What follows belongs to an exercise in optimizing a design on an open flow for small area and a short achievable clock period; a production flow would make more cautious choices.
The RTL was checked by simulation tests, not by an equivalence proof against the original design.
Power is estimated from default activity; no workload was simulated.

## run a
Design fp_multiplier, start of the top module:
module fp_multiplier (
    input         sign,
    input         clk,
    input         rst,
    input  [16:0] a,
    input  [16:0] b,
    output [17:0] out,
    output        overflow,
    output        underflow
);
  wire [17:0] xa = {sign & a[16], a};
  wire [17:0] yb = {sign & b[16], b};
  wire [8:0] neg_d, one_d, two_d;
  wire [18:0] ybz = {yb, 1'b0};
  genvar gi;
  generate for (gi = 0; gi < 9; gi = gi + 1) begin : benc
    wire y2 = ybz[2*gi+2], y1 = ybz[2*gi+1], y0 = ybz[2*gi];
    assign neg_d[gi] = y2 & ~(y1 & y0);
    assign one_d[gi] = y1 ^ y0;
    assign two_d[gi] = (y2 & ~y1 & ~y0) | (~y2 & y1 & y0);
  end endgenerate
  reg [17:0] xr;
  reg [8:0] negr, oner, twor;
  reg s1;
  always @(posedge clk) begin
    xr <= xa; negr <= neg_d; oner <= one_d; twor <= two_d; s1 <= sign;
  end
  wire [4:0] r8sel = one_d[8] ? xa[4:0] : two_d[8] ? {xa[3:0], 1'b0} : 5'd0;
  wire [5:0] r8sum = {1'b0, r8sel ^ {5{neg_d[8]}}} + neg_d[8];
  reg [5:0] r8r;
  always @(posedge clk) r8r <= r8sum;
  ...
Size: ~970 cells after synthesis, roughly 130 flip-flops, about 57 I/O pins, ~10,000 um^2 of cells after synthesis.
==> flow/config.mk <==
export PLATFORM = sky130hd
export DESIGN_NAME = fp_multiplier
export DESIGN_NICKNAME = fp_multiplier
export VERILOG_FILES = /design/flow/design.v
export SDC_FILE = /design/flow/constraint.sdc
export NUM_CORES = 4
export LEC_CHECK = 0
export CAP_MARGIN = 20
export CORE_MARGIN = 2
export CORE_UTILIZATION = 40
export SETUP_SLACK_MARGIN = 5
export SLEW_MARGIN = 20
export SYNTH_HIERARCHICAL = 1
==> flow/constraint.sdc <==
create_clock -name core_clock -period 8.0 [get_ports {clk}]
set_input_delay 1.6000 -clock core_clock [delete_from_list [all_inputs] [get_ports {clk}]]
set_output_delay 1.6000 -clock core_clock [all_outputs]
set_load 0.01 [all_outputs]
standard.sh (not shown) runs the stock make flow with config.mk's settings and CLKGATE_MAP_FILE= SYNTH_SCRIPT=/design/flow/synth_recipe.tcl, a recipe that flattens the netlist after the stock synthesis.
==> flow/flow/run.sh <==
#!/bin/bash
# Standard layout, with a plain buffer (buf_2) on every input and output port,
# a clock tree of clkbuf_8 cells and no dummy clock loads.
set -euo pipefail
bash standard.sh "BUFFER_PORTS_ARGS=-buffer_cell sky130_fd_sc_hd__buf_2" \
  "CTS_ARGS=-sink_clustering_enable -repair_clock_nets -dont_use_dummy_load -buf_list sky130_fd_sc_hd__clkbuf_8" \
  finish > make_finish.log 2>&1
Setup changes, run a to run b
- swapping 5 for 4.8 in SETUP_SLACK_MARGIN
==> flow/flow/run.sh <==
#!/bin/bash
# Standard layout, with a plain buffer (buf_1) on every input and output port,
# a clock tree of clkbuf_8 cells and no dummy clock loads.
set -euo pipefail
bash standard.sh "BUFFER_PORTS_ARGS=-buffer_cell sky130_fd_sc_hd__buf_1" \
  "CTS_ARGS=-sink_clustering_enable -repair_clock_nets -dont_use_dummy_load -buf_list sky130_fd_sc_hd__clkbuf_8" \
  finish > make_finish.log 2>&1
[summary]
The reported clock group power of run a and that of run b are within noise of each other.
Run b does worse than run a on tightest hold margin.
As of run b, placed instance area had fallen slightly compared to run a.
Run b vs. run a: worst setup slack went down 0.13 ns; synthesized instance count level; overall global routing resource usage saw a decrease; routed wire length fell 5.8%.
Growth of design area from synthesis to finish: run b lower than run a
Against run a, total power after layout in run b came out better.

---

Setup of try-harbor:
Starting RTL as in the previous note.
==> flow/config.mk <==
export PLATFORM = sky130hd
export DESIGN_NAME = fp_multiplier
export DESIGN_NICKNAME = fp_multiplier
export VERILOG_FILES = /design/flow/design.v
export SDC_FILE = /design/flow/constraint.sdc
export NUM_CORES = 4
export LEC_CHECK = 0
export CAP_MARGIN = 20
export CORE_MARGIN = 2
export CORE_UTILIZATION = 40
export SETUP_SLACK_MARGIN = 4.9
export SLEW_MARGIN = 20
export SYNTH_HIERARCHICAL = 1
==> flow/constraint.sdc <==
create_clock -name core_clock -period 8.0 [get_ports {clk}]
set_input_delay 1.6000 -clock core_clock [delete_from_list [all_inputs] [get_ports {clk}]]
set_output_delay 1.6000 -clock core_clock [all_outputs]
set_load 0.01 [all_outputs]
==> flow/flow/run.sh <==
#!/bin/bash
# Standard layout, with a plain buffer (buf_2) on every input and output port,
# a clock tree of clkbuf_8 cells and no dummy clock loads.
set -euo pipefail
bash standard.sh "BUFFER_PORTS_ARGS=-buffer_cell sky130_fd_sc_hd__buf_2" \
  "CTS_ARGS=-sink_clustering_enable -repair_clock_nets -dont_use_dummy_load -buf_list sky130_fd_sc_hd__clkbuf_8" \
  finish > make_finish.log 2>&1
Here is what was changed in the inputs of try-willow compared with try-harbor.
# try-harbor
export LEC_CHECK = 0
export CAP_MARGIN = 20
export CORE_MARGIN = 2
export CORE_UTILIZATION = 40
export SETUP_SLACK_MARGIN = 4.9
export SLEW_MARGIN = 20
export SYNTH_HIERARCHICAL = 1
create_clock -name core_clock -period 8.0 [get_ports {clk}]
# try-willow
export LEC_CHECK = 0
export CAP_MARGIN = 20
export CORE_MARGIN = 2
export CORE_UTILIZATION = 40
export SETUP_SLACK_MARGIN = 4.8
export SLEW_MARGIN = 20
export SYNTH_HIERARCHICAL = 1
create_clock -name core_clock -period 8.0 [get_ports {clk}]
- Compared try-willow against try-harbor; final-layout clock-cell area share within noise.
- From try-harbor to try-willow the numbers moved as follows: clock latency at the later pin of the worst-skew pair held steady, final net count shrank by 0.34%, area of the multi-input gates held steady, stage delay of the slowest cell on the critical path grew by 0.07 ns.
- The detail-routed net length per standard cell was comparable across try-willow and try-harbor.
- Against try-harbor, try-willow reports a post-route total power that is lower.
> inputs changed (try-willow -> try-fjord)
# try-willow
export LEC_CHECK = 0
export CAP_MARGIN = 20
export CORE_MARGIN = 2
export CORE_UTILIZATION = 40
export SETUP_SLACK_MARGIN = 4.8
export SLEW_MARGIN = 20
export SYNTH_HIERARCHICAL = 1
create_clock -name core_clock -period 8.0 [get_ports {clk}]
# try-fjord
export LEC_CHECK = 0
export CAP_MARGIN = 20
export CORE_MARGIN = 2
export CORE_UTILIZATION = 40
export SETUP_SLACK_MARGIN = 4.9
export SLEW_MARGIN = 20
export SYNTH_HIERARCHICAL = 1
create_clock -name core_clock -period 8.0 [get_ports {clk}]
==> flow/flow/run.sh <==
#!/bin/bash
# Standard layout, with a plain buffer (buf_1) on every input and output port,
# a clock tree of clkbuf_8 cells and no dummy clock loads.
set -euo pipefail
bash standard.sh "BUFFER_PORTS_ARGS=-buffer_cell sky130_fd_sc_hd__buf_1" \
  "CTS_ARGS=-sink_clustering_enable -repair_clock_nets -dont_use_dummy_load -buf_list sky130_fd_sc_hd__clkbuf_8" \
  finish > make_finish.log 2>&1
[summary]
- For try-fjord and try-willow, there was not a single run that failed to finish clean.
- Sequential share of layout area was lower in the run labelled try-willow.
- Of try-fjord and try-willow, try-willow shows the higher sequential cell fraction of total power, with try-fjord below it.
- Clock network fraction of total power (lower): try-fjord
- Between try-fjord and try-willow, the total power figures differ only marginally.
- Compare try-fjord and try-willow | clock period minus final worst setup slack lower: try-fjord
- Run comparison: try-willow launch point of the worst path xr[15]; try-fjord launch point of the worst path xr[17]
- Compared with try-willow, try-fjord shows a lower arrival time of the worst setup path.
- On wire length, try-willow tracks try-fjord almost exactly.
- On leakage power figure: between try-fjord and try-willow, it ends up higher for try-willow.
- Diff try-willow -> try-fjord: cell total after placement comparable, multi-input gate share of the layout cell area comparable.
- When the final numbers for try-fjord and try-willow were put side by side, the maximum fanout count along the critical path turned out to be greater in try-willow.

---

job 5714:
Another version of the RTL of fp_multiplier (not shown whole).
Size: roughly 980 cells after synthesis, ~130 flip-flops, ~57 I/O pins, ~10,000 um2 of cells after synthesis.
Settings: LEC_CHECK=0, CAP_MARGIN=20, CORE_MARGIN=2, CORE_UTILIZATION=40, SETUP_SLACK_MARGIN=5, SLEW_MARGIN=20, SYNTH_HIERARCHICAL=1; clock period 8.0 ns.
==> flow/flow/run.sh <==
#!/bin/bash
# Standard layout, with a plain buffer (buf_1) on every input and output port,
# a clock tree of clkbuf_8 cells and no dummy clock loads.
set -euo pipefail
bash standard.sh "BUFFER_PORTS_ARGS=-buffer_cell sky130_fd_sc_hd__buf_1" \
  "CTS_ARGS=-sink_clustering_enable -repair_clock_nets -dont_use_dummy_load -buf_list sky130_fd_sc_hd__clkbuf_8" \
  finish > make_finish.log 2>&1
Modified inputs, job 8831 compared to job 5714
==> flow/run.sh (new file) <==
#!/bin/bash
# synth_recipe.tcl (not shown) runs the flow's synth.tcl, then flattens the netlist and writes it again
# the make line also repeats each setting of config.mk as NAME=value (left out here)
make -C /OpenROAD-flow-scripts/flow DESIGN_CONFIG=/design/flow/config.mk WORK_HOME=/design/flow/orfs CLKGATE_MAP_FILE= SYNTH_SCRIPT=/design/flow/synth_recipe.tcl finish
--- a/flow/config.mk
+++ b/flow/config.mk
@@ -7,3 +7,3 @@
 export LEC_CHECK = 0
-export CAP_MARGIN = 20
+export CAP_MARGIN = 0
 export CORE_MARGIN = 2
@@ -11,3 +11,3 @@
 export SETUP_SLACK_MARGIN = 5
-export SLEW_MARGIN = 20
+export SLEW_MARGIN = 0
 export SYNTH_HIERARCHICAL = 1
removed: flow/flow/run.sh
removed: flow/standard.sh
## What came out
- Job 8831 reached the final stage; the timing, DRC and antenna checks on its layout passed.
- Status: shortest clock period the worst path allows after layout parity (job 8831, job 5714)
- [compare] base=job 5714 new=job 8831: count of placed standard cells including taps level, worst hold slack moved up, global-route met2 utilization moved up.
Input-level comparison between job 3424 and job 8831:
==> flow/flow/run.sh (new file) <==
#!/bin/bash
# Standard layout, with a plain buffer (buf_2) on every input and output port,
# a clock tree of clkbuf_8 cells and no dummy clock loads.
set -euo pipefail
bash standard.sh "BUFFER_PORTS_ARGS=-buffer_cell sky130_fd_sc_hd__buf_2" \
  "CTS_ARGS=-sink_clustering_enable -repair_clock_nets -dont_use_dummy_load -buf_list sky130_fd_sc_hd__clkbuf_8" \
  finish > make_finish.log 2>&1
==> flow/standard.sh (new file) <==
#!/bin/bash
# synth_recipe.tcl (not shown) runs the flow's synth.tcl, then flattens the netlist and writes it again
# the make line also repeats each setting of config.mk as NAME=value (left out here)
make -C /OpenROAD-flow-scripts/flow DESIGN_CONFIG=/design/flow/config.mk WORK_HOME=/design/flow/orfs CLKGATE_MAP_FILE= SYNTH_SCRIPT=/design/flow/synth_recipe.tcl "${@:-finish}"
--- a/flow/config.mk
+++ b/flow/config.mk
@@ -7,3 +7,3 @@
 export LEC_CHECK = 0
-export CAP_MARGIN = 0
+export CAP_MARGIN = 20
 export CORE_MARGIN = 2
@@ -11,3 +11,3 @@
 export SETUP_SLACK_MARGIN = 5
-export SLEW_MARGIN = 0
+export SLEW_MARGIN = 20
 export SYNTH_HIERARCHICAL = 1
removed: flow/run.sh
==> summary.txt <==
- Job 3424 — routed wire length about 1.9% lower, job 8831 as reference
- In job 3424, the slack of the critical path came out 65 ps above the value in job 8831.
- Of job 3424 and job 8831, job 3424 shows the higher largest stage delay on the critical path, with job 8831 below it.
The following lists how job 505 was set up differently from job 3424:
--- a/flow/config.mk
+++ b/flow/config.mk
@@ -10,3 +10,3 @@
 export CORE_UTILIZATION = 40
-export SETUP_SLACK_MARGIN = 5
+export SETUP_SLACK_MARGIN = 4.6
 export SLEW_MARGIN = 20
Results
Job 505 has completed all stages; timing, DRC and antenna checks passed.
Job 505 vs. job 3424: critical path depth saw a decrease, final critical-path share of the clock period saw an increase, non-clock buffer instance count of the final layout saw a decrease, total wirelength of the detailed-routed design saw a decrease.
In job 505 the met1 track utilization from global routing turned out 0.54 points higher than in job 3424.
In the tables for job 3424 and job 505, final routed wire length divided by cell count reads lower with job 505.
The lower peak supply drop came out of job 3424.

---

== exp/indigo ==
fp_multiplier again, from the RTL that the note above started with.
export LEC_CHECK = 0
export CAP_MARGIN = 20
export CORE_MARGIN = 2
export CORE_UTILIZATION = 40
export SETUP_SLACK_MARGIN = 4.9
export SLEW_MARGIN = 20
export SYNTH_HIERARCHICAL = 1
create_clock -name core_clock -period 8.0 [get_ports {clk}]
==> flow/flow/run.sh <==
#!/bin/bash
# Standard layout, with a plain buffer (buf_2) on every input and output port,
# a clock tree of clkbuf_8 cells and no dummy clock loads.
set -euo pipefail
bash standard.sh "BUFFER_PORTS_ARGS=-buffer_cell sky130_fd_sc_hd__buf_2" \
  "CTS_ARGS=-sink_clustering_enable -repair_clock_nets -dont_use_dummy_load -buf_list sky130_fd_sc_hd__clkbuf_8" \
  finish > make_finish.log 2>&1
What exp/fjord does differently from exp/indigo at the input level:
Settings: SETUP_SLACK_MARGIN now 5, was 4.9; ABC_AREA now 1, previously not set.
==> flow/run.sh (new file) <==
#!/bin/bash
# synth_recipe.tcl (not shown) runs the flow's synth.tcl, then flattens the netlist and writes it again
# the make line also repeats each setting of config.mk as NAME=value (left out here)
make -C /OpenROAD-flow-scripts/flow DESIGN_CONFIG=/design/flow/config.mk WORK_HOME=/design/flow/orfs CLKGATE_MAP_FILE= SYNTH_SCRIPT=/design/flow/synth_recipe.tcl finish
removed: flow/flow/run.sh
removed: flow/standard.sh
--- outcome ---
- The final reports for exp/fjord and exp/indigo show vias after detailed routing higher in the former.
- Compared with exp/indigo, exp/fjord shows non-clock buffer count that has gone up by more than half.
- Net switching power for exp/fjord: about 13% up relative to exp/indigo
- Cell area up 17% in exp/fjord wrt exp/indigo
The following lists how exp/nickel was set up differently from exp/fjord:
Settings: removing ABC_AREA (formerly 1).
==> flow/flow/run.sh (new file) <==
#!/bin/bash
# Standard layout, with a plain buffer (buf_2) on every input and output port
# and no dummy clock loads in the clock tree.
set -euo pipefail
bash standard.sh "BUFFER_PORTS_ARGS=-buffer_cell sky130_fd_sc_hd__buf_2" \
  "SETUP_SLACK_MARGIN=5.3" "CTS_ARGS=-sink_clustering_enable -repair_clock_nets -dont_use_dummy_load" finish > make_finish.log 2>&1
==> flow/standard.sh (new file) <==
#!/bin/bash
# synth_recipe.tcl (not shown) runs the flow's synth.tcl, then flattens the netlist and writes it again
# the make line also repeats each setting of config.mk as NAME=value (left out here)
make -C /OpenROAD-flow-scripts/flow DESIGN_CONFIG=/design/flow/config.mk WORK_HOME=/design/flow/orfs CLKGATE_MAP_FILE= SYNTH_SCRIPT=/design/flow/synth_recipe.tcl "${@:-finish}"
removed: flow/run.sh
[summary]
Any difference in die outline width between exp/nickel and exp/fjord is small enough to ignore.
Against exp/fjord, exp/nickel comes in 3.3 points higher on share of total power in combinational logic.
Looking at worst hold slack, exp/nickel sits above exp/fjord.
Comparing exp/nickel and exp/fjord, the lower post-synthesis cell area was measured on exp/fjord.
A worst setup path startpoint of twor[1] is what exp/nickel shows, while xr[16] belongs to exp/fjord.
exp/nickel ended up with a higher highest fanout seen on the critical path than exp/fjord did.
Here is what was changed in the inputs of exp/cedar compared with exp/nickel.
==> flow/run.sh (new file) <==
#!/bin/bash
# synth_recipe.tcl (not shown) runs the flow's synth.tcl, then flattens the netlist and writes it again
# the make line also repeats each setting of config.mk as NAME=value (left out here)
make -C /OpenROAD-flow-scripts/flow DESIGN_CONFIG=/design/flow/config.mk WORK_HOME=/design/flow/orfs CLKGATE_MAP_FILE= SYNTH_SCRIPT=/design/flow/synth_recipe.tcl finish
removed: flow/flow/run.sh
removed: flow/standard.sh
Notes after the runs:
Between exp/cedar and exp/nickel, the difference in largest clock skew in the final design is negligible.
Wire length (lower): exp/cedar
From exp/nickel to exp/cedar, pin count of the biggest net entering global routing did not move at all.
exp/cedar against exp/nickel: clock power grew by 23%, worst setup slack shrank by 0.071 ns.
### exp/cedar -> exp/garnet
Settings: SETUP_SLACK_MARGIN no longer set, was 5.
==> comparison <==
Summary of exp/garnet over exp/cedar: total global routing overflow has remained practically unchanged; pre-CTS setup slack has decreased.
In exp/garnet, the worst-path maximum fanout came out 14 above the value in exp/cedar.
Going from exp/cedar to exp/garnet, fraction of power spent switching nets about even; layout net count moved down.
Share of layout cells above drive strength 1: exp/garnet lower than exp/cedar
On weighted congestion reported at the end of routability-driven placement: between exp/cedar and exp/garnet, it ends up lower for exp/garnet.
Capturing instance or port of the critical path = rb[4]: exp/cedar; capturing instance or port of the critical path = rb[9]: exp/garnet
Against exp/cedar, exp/garnet reports a global routing usage on met2 that is lower.
diff inputs: exp/garnet => exp/tundra
Settings: SETUP_SLACK_MARGIN newly set to 5; CTS_CLUSTER_SIZE newly set to 60; CTS_CLUSTER_DIAMETER newly set to 150.
Notes after the runs:
Re combinational share of power: exp/tundra and exp/garnet aren't equal, and the lower value belongs to exp/garnet. Routed wire length on met3 ended up 25% higher on exp/tundra than on exp/garnet. Looking at startpoint of the most critical setup path, the oner[2] result is from exp/tundra; the oner[0] one comes from exp/garnet. Relative to exp/garnet, the remaining max-slew budget at the tightest pin of exp/tundra is higher by 23 points. The setup slack of exp/tundra is higher than that of exp/garnet. exp/garnet -> exp/tundra: async set-or-reset flop fraction in the synthesized netlist delta 0, exact match. When the final numbers for exp/tundra and exp/garnet were put side by side, the cell area turned out to be greater in exp/tundra. Looking only at met2 demand-to-capacity share in global routing, and setting everything else aside, the lower value of exp/tundra and exp/garnet goes to exp/garnet.

[separate check: timing with driven ports]
The results above use ideal ports. As a check the final layouts listed here were re-extracted and re-timed, cells and wires unchanged.
Step 1 sets driving cells, clkbuf_16 on the clock port and buf_2 on the other inputs (assumed; they add their load-dependent delay and slew).
Step 2 times the ports against the registers' clock, not the clock port: input delays grow and output delays shrink by t, the midpoint of the rising clock arrivals with the driver on.
Slacks: no drivers / after step 1 / after step 2; pairs: no drivers / after step 1.
| run | shift t [ns] | setup slack, ns | worst register clock-pin slew, ns |
|---|---|---|---|
| run a | 0.473 | 5.007 / 5.007 / 4.761 | 0.08 / 0.08 |
| run b | 0.462 | 4.876 / 4.876 / 4.725 | 0.08 / 0.08 |
| try-harbor | 0.482 | 4.993 / 4.993 / 4.753 | 0.08 / 0.08 |
| try-willow | 0.477 | 4.912 / 4.912 / 4.747 | 0.08 / 0.08 |
| try-fjord | 0.469 | 4.988 / 4.988 / 4.686 | 0.08 / 0.08 |
| job 5714 | 0.481 | 4.963 / 4.963 / 4.871 | 0.08 / 0.08 |
| job 8831 | 0.464 | 4.966 / 4.966 / 4.659 | 0.07 / 0.07 |
| job 3424 | 0.471 | 5.031 / 5.031 / 4.887 | 0.08 / 0.08 |
| job 505 | 0.478 | 4.714 / 4.714 / 4.714 | 0.08 / 0.08 |
| exp/indigo | 0.474 | 4.974 / 4.974 / 4.861 | 0.08 / 0.08 |
| exp/fjord | 0.468 | 4.868 / 4.868 / 4.690 | 0.06 / 0.06 |
| exp/nickel | 0.458 | 5.037 / 5.037 / 5.037 | 0.06 / 0.06 |
| exp/cedar | 0.464 | 4.966 / 4.966 / 4.659 | 0.07 / 0.07 |
| exp/garnet | 0.477 | 4.337 / 4.337 / 4.337 | 0.06 / 0.06 |
| exp/tundra | 0.464 | 4.966 / 4.966 / 4.659 | 0.07 / 0.07 |
After both steps every run listed still meets setup and hold.
